This design comes from an exercise in tuning for small area on the open sky130 flow, not from production work.
The RTL was checked by simulation tests, not by an equivalence proof against the original design.
The flow treats the clock pin as an ideal source, which a real chip does not have.
Power and IR drop assume default switching activity.

Setup of the previous run:
Design top_2displays_counters, start of the top module:
module top_2displays_counters
  (
    input wire          clk,
    input wire  [1:0]   BTNC_flat,
    input wire          CPU_RESETN,
    output logic [7:0]  anode_flat,
    output logic [15:0] cathode_flat,
    output logic        pmod_anodeSel,
    output logic [6:0]  pmod_cathode,
    output logic [23:0] LED_flat
   );
export LEC_CHECK = 0
export CAP_MARGIN = 20
export CORE_MARGIN = 2
export CORE_UTILIZATION = 40
export SLEW_MARGIN = 20
create_clock -name core_clock -period 10.0 [get_ports {clk}]
standard.sh (not shown) runs the stock make flow with config.mk's settings and CLKGATE_MAP_FILE= SYNTH_SCRIPT=/design/flow/synth_recipe.tcl, a recipe that flattens the netlist after the stock synthesis.
==> flow/flow/run.sh <==
#!/bin/bash
# Standard ORFS layout (standard.sh) with these changes:
#  - synthesis without the half/full-adder extraction and the Kogge-Stone
#    adder map, and with an area-oriented ABC script (flow/area.abc) in place
#    of the delay-oriented one, run with six seeds of its randomised step,
#    keeping the smallest mapping; registers are mapped exactly as in the
#    standard synthesis;
#  - port buffers use the smallest buffer cell;
#  - CTS with clkbuf_8 and no dummy loads, then each clock buffer shrunk to
#    the smallest size that keeps the clock pins' slew within a target
#    (flow/shrink.tcl).
set -euo pipefail
HERE=$(pwd)
{ cat <<'TCL'
# ABC mapping with an area-oriented script (AREA_ABC_SCRIPT), run once per
# seed in AREA_ABC_SEEDS; the mapping with the smallest cell area is kept.
proc abc {args} {
  set i [lsearch -exact $args -script]
  set lib [lindex $args [expr {[lsearch -exact $args -liberty] + 1}]]
  set tf [open $::env(AREA_ABC_SCRIPT)]
  set template [read $tf]
  close $tf
  yosys design -save abc_pre
  set best_area ""
  set best_seed ""
  foreach seed $::env(AREA_ABC_SEEDS) {
    yosys design -load abc_pre
    set script [file join $::env(OBJECTS_DIR) "area_abc_seed$seed.abc"]
    set f [open $script w]
    puts -nonewline $f [string map [list @SEED@ $seed] $template]
    close $f
    set a [lreplace $args [expr {$i + 1}] [expr {$i + 1}] $script]
    puts "abc (area script, seed $seed): $a"
    yosys abc {*}$a
    set st [tee -q -s result.string stat -liberty $lib]
    regexp {Chip area for module[^:]*:\s*([0-9.]+)} $st -> area
    puts "abc seed $seed: area $area"
    yosys design -save abc_seed$seed
    if {$best_area eq "" || $area < $best_area} {
      set best_area $area
      set best_seed $seed
    }
  }
  puts "abc: keeping seed $best_seed (area $best_area)"
  yosys design -load abc_seed$best_seed
}
TCL
cat synth_recipe.tcl; } > flow_synth.tcl
export AREA_ABC_SCRIPT=$HERE/flow/area.abc
export AREA_ABC_SEEDS="0 1 2 3 4 5"
SYN=(ADDER_MAP_FILE= SYNTH_OPERATIONS_ARGS=-nofsm SYNTH_SCRIPT=$HERE/flow_synth.tcl)
CTS="-sink_clustering_enable -dont_use_dummy_load -buf_list sky130_fd_sc_hd__clkbuf_8 -sink_clustering_size 50 -sink_clustering_max_diameter 200"
bash standard.sh "${SYN[@]}" synth > synth.log 2>&1
grep -q "abc: keeping seed" orfs/logs/sky130hd/top_2displays_counters/base/1_2_yosys.log
bash standard.sh "${SYN[@]}" \
  "BUFFER_PORTS_ARGS=-buffer_cell sky130_fd_sc_hd__buf_1" SKIP_REPAIR_TIE_FANOUT=1 \
  "CTS_ARGS=$CTS" "POST_CTS_TCL=$HERE/flow/shrink.tcl" finish > finish.log 2>&1
Other scripts of this flow, unchanged in this note and not shown: flow/flow/area.abc, flow/flow/shrink.tcl
Edits applied to the flow inputs when going from the previous run to the current run:
-- flow/flow/run.sh --
<<< the previous run, line 5
#    of the delay-oriented one, run with six seeds of its randomised step,
>>> the current run, line 5
#    of the delay-oriented one, run with ten seeds of its randomised step,
<<< the previous run, line 50
export AREA_ABC_SEEDS="0 1 2 3 4 5"
>>> the current run, line 50
export AREA_ABC_SEEDS="0 1 2 3 4 5 6 7 8 9"
Notes after the runs:
The current run has completed all stages; timing, DRC and antenna checks passed.
Horizontal die dimension came out exactly the same in the current run and the previous run.
Diff the previous run..the current run | number of clock-tree buffers in the layout | unchanged
Non-clock buffer count came out exactly the same in the current run and the previous run.
Diff the previous run..the current run | area of all sequential standard cells | unchanged
From the current run to the previous run, via count of the first global-routing pass did not move at all.

* * *

Another version of the RTL of top_2displays_counters (not shown whole).
Size: roughly 440 cells after synthesis, ~100 flip-flops.
export LEC_CHECK = 0
export CAP_MARGIN = 20
export CORE_MARGIN = 2
export CORE_UTILIZATION = 40
export SLEW_MARGIN = 20
create_clock -name core_clock -period 10.0 [get_ports {clk}]
==> flow/flow/run.sh <==
#!/bin/bash
# Standard ORFS layout (standard.sh) with these changes:
#  - synthesis without the half/full-adder extraction and the Kogge-Stone
#    adder map, and with an area-oriented ABC script (flow/area.abc) in place
#    of the delay-oriented one; registers are mapped exactly as in the
#    standard synthesis;
#  - port buffers use the smallest buffer cell;
#  - CTS with clkbuf_8 and no dummy loads.
set -euo pipefail
HERE=$(pwd)
{ cat <<'TCL'
proc abc {args} {
  set i [lsearch -exact $args -script]
  if {$i >= 0} { set args [lreplace $args [expr {$i + 1}] [expr {$i + 1}] $::env(AREA_ABC_SCRIPT)] }
  puts "abc (area script): $args"
  yosys abc {*}$args
}
TCL
cat synth_recipe.tcl; } > flow_synth.tcl
export AREA_ABC_SCRIPT=$HERE/flow/area.abc
SYN=(ADDER_MAP_FILE= SYNTH_OPERATIONS_ARGS=-nofsm SYNTH_SCRIPT=$HERE/flow_synth.tcl)
CTS="-sink_clustering_enable -dont_use_dummy_load -buf_list sky130_fd_sc_hd__clkbuf_8 -sink_clustering_size 50 -sink_clustering_max_diameter 200"
bash standard.sh "${SYN[@]}" synth > synth.log 2>&1
grep -q "abc (area script)" orfs/logs/sky130hd/top_2displays_counters/base/1_2_yosys.log
bash standard.sh "${SYN[@]}" \
  "BUFFER_PORTS_ARGS=-buffer_cell sky130_fd_sc_hd__buf_1" \
  "CTS_ARGS=$CTS" finish > finish.log 2>&1
==> flow/flow/area.abc <==
strash
&get -n
&st
&synch2
&if -K 6
&mfs
&st
&deepsyn -J 1000 -T 300
&st
&dch
&nf -R 1000 -p
&put
topo
Change:
==> flow/flow/run.sh (replaced) <==
#!/bin/bash
# Standard ORFS layout (standard.sh) with these changes:
#  - synthesis without the half/full-adder extraction and the Kogge-Stone
#    adder map, so ABC maps all combinational logic (registers unchanged);
#  - port buffers use the smallest buffer cell;
#  - CTS without dummy loads.
set -euo pipefail
CTS_ARGS_V="-sink_clustering_enable -dont_use_dummy_load -buf_list sky130_fd_sc_hd__clkbuf_8 -sink_clustering_size 50 -sink_clustering_max_diameter 200"
bash standard.sh ADDER_MAP_FILE= SYNTH_OPERATIONS_ARGS=-nofsm synth > synth.log 2>&1
bash standard.sh ADDER_MAP_FILE= SYNTH_OPERATIONS_ARGS=-nofsm \
  "BUFFER_PORTS_ARGS=-buffer_cell sky130_fd_sc_hd__buf_1" \
  "CTS_ARGS=$CTS_ARGS_V" finish > finish.log 2>&1
removed: flow/flow/area.abc
What happened: Total power drops by 0.78%; final cell count increases by 3.1%; core utilization shrinks by 2.3 points; worst setup slack gets better by 1.2 ns; die area came out higher by about 13%; hold slack degrades by 0.0030 ns; global-route usage fell by 2.0 points.
Change:
==> flow/flow/run.sh (replaced) <==
#!/bin/bash
# Standard ORFS layout (standard.sh) with these changes:
#  - synthesis without the half/full-adder extraction and the Kogge-Stone
#    adder map, and with an area-oriented ABC script (flow/area.abc) in place
#    of the delay-oriented one; registers are mapped exactly as in the
#    standard synthesis;
#  - port buffers use the smallest buffer cell;
#  - CTS with clkbuf_8 and no dummy loads.
set -euo pipefail
HERE=$(pwd)
{ cat <<'TCL'
proc abc {args} {
  set i [lsearch -exact $args -script]
  if {$i >= 0} { set args [lreplace $args [expr {$i + 1}] [expr {$i + 1}] $::env(AREA_ABC_SCRIPT)] }
  puts "abc (area script): $args"
  yosys abc {*}$args
}
TCL
cat synth_recipe.tcl; } > flow_synth.tcl
export AREA_ABC_SCRIPT=$HERE/flow/area.abc
SYN=(ADDER_MAP_FILE= SYNTH_OPERATIONS_ARGS=-nofsm SYNTH_SCRIPT=$HERE/flow_synth.tcl)
CTS="-sink_clustering_enable -dont_use_dummy_load -buf_list {sky130_fd_sc_hd__clkbuf_2 sky130_fd_sc_hd__clkbuf_4 sky130_fd_sc_hd__clkbuf_8} -sink_clustering_size 20 -sink_clustering_max_diameter 100"
bash standard.sh "${SYN[@]}" synth > synth.log 2>&1
grep -q "abc (area script)" orfs/logs/sky130hd/top_2displays_counters/base/1_2_yosys.log
bash standard.sh "${SYN[@]}" \
  "BUFFER_PORTS_ARGS=-buffer_cell sky130_fd_sc_hd__buf_1" \
  "CTS_ARGS=$CTS" finish > finish.log 2>&1
==> flow/flow/area.abc (new file) <==
strash
&get -n
&st
&synch2
&if -K 6
&mfs
&st
&dch
&nf -R 1000
&put
topo
What happened: Final area decreases by 7.3%. Critical path depth increases by 6. Clock skew increases by 0.0077 ns. Clock-buffer cell count does not change. Hold slack gains 0.0035 ns. Core utilization increases by 1.5 points.

==> afterwards: timing with drivers on the ports <==
The results above use ideal ports. As a check the final layouts listed here were re-extracted and re-timed, cells and wires unchanged.
Step 1, drivers: a clkbuf_16 drives clk and a buf_2 each remaining input, both assumed.
Step 2 moves the port delays by t, midway between the first and last clock arrival at a register: inputs arrive t later, outputs are due t later. That takes back most of the time a late clock gives input paths.
a / b / c = ideal / step 1 / step 2; a / b = the first two.
| run | t, ns | setup WS [ns] | latest minus earliest clock arrival (ns) | worst data-port slew with drivers (ns) |
|---|---|---|---|---|
| the previous run | 0.518 | 3.473 / 3.443 / 3.961 | 0.025 / 0.025 | 0.03 |
| the current run | 0.518 | 3.473 / 3.443 / 3.961 | 0.025 / 0.025 | 0.03 |
| the first run of note 2 | 0.387 | 4.063 / 4.032 / 4.418 | 0.040 / 0.039 | 0.03 |
| the second run of note 2 | 0.377 | 5.266 / 5.234 / 5.611 | 0.026 / 0.026 | 0.03 |
| the third run of note 2 | 0.374 | 4.119 / 4.089 / 4.464 | 0.031 / 0.031 | 0.03 |
After both steps every run listed still meets setup and hold.
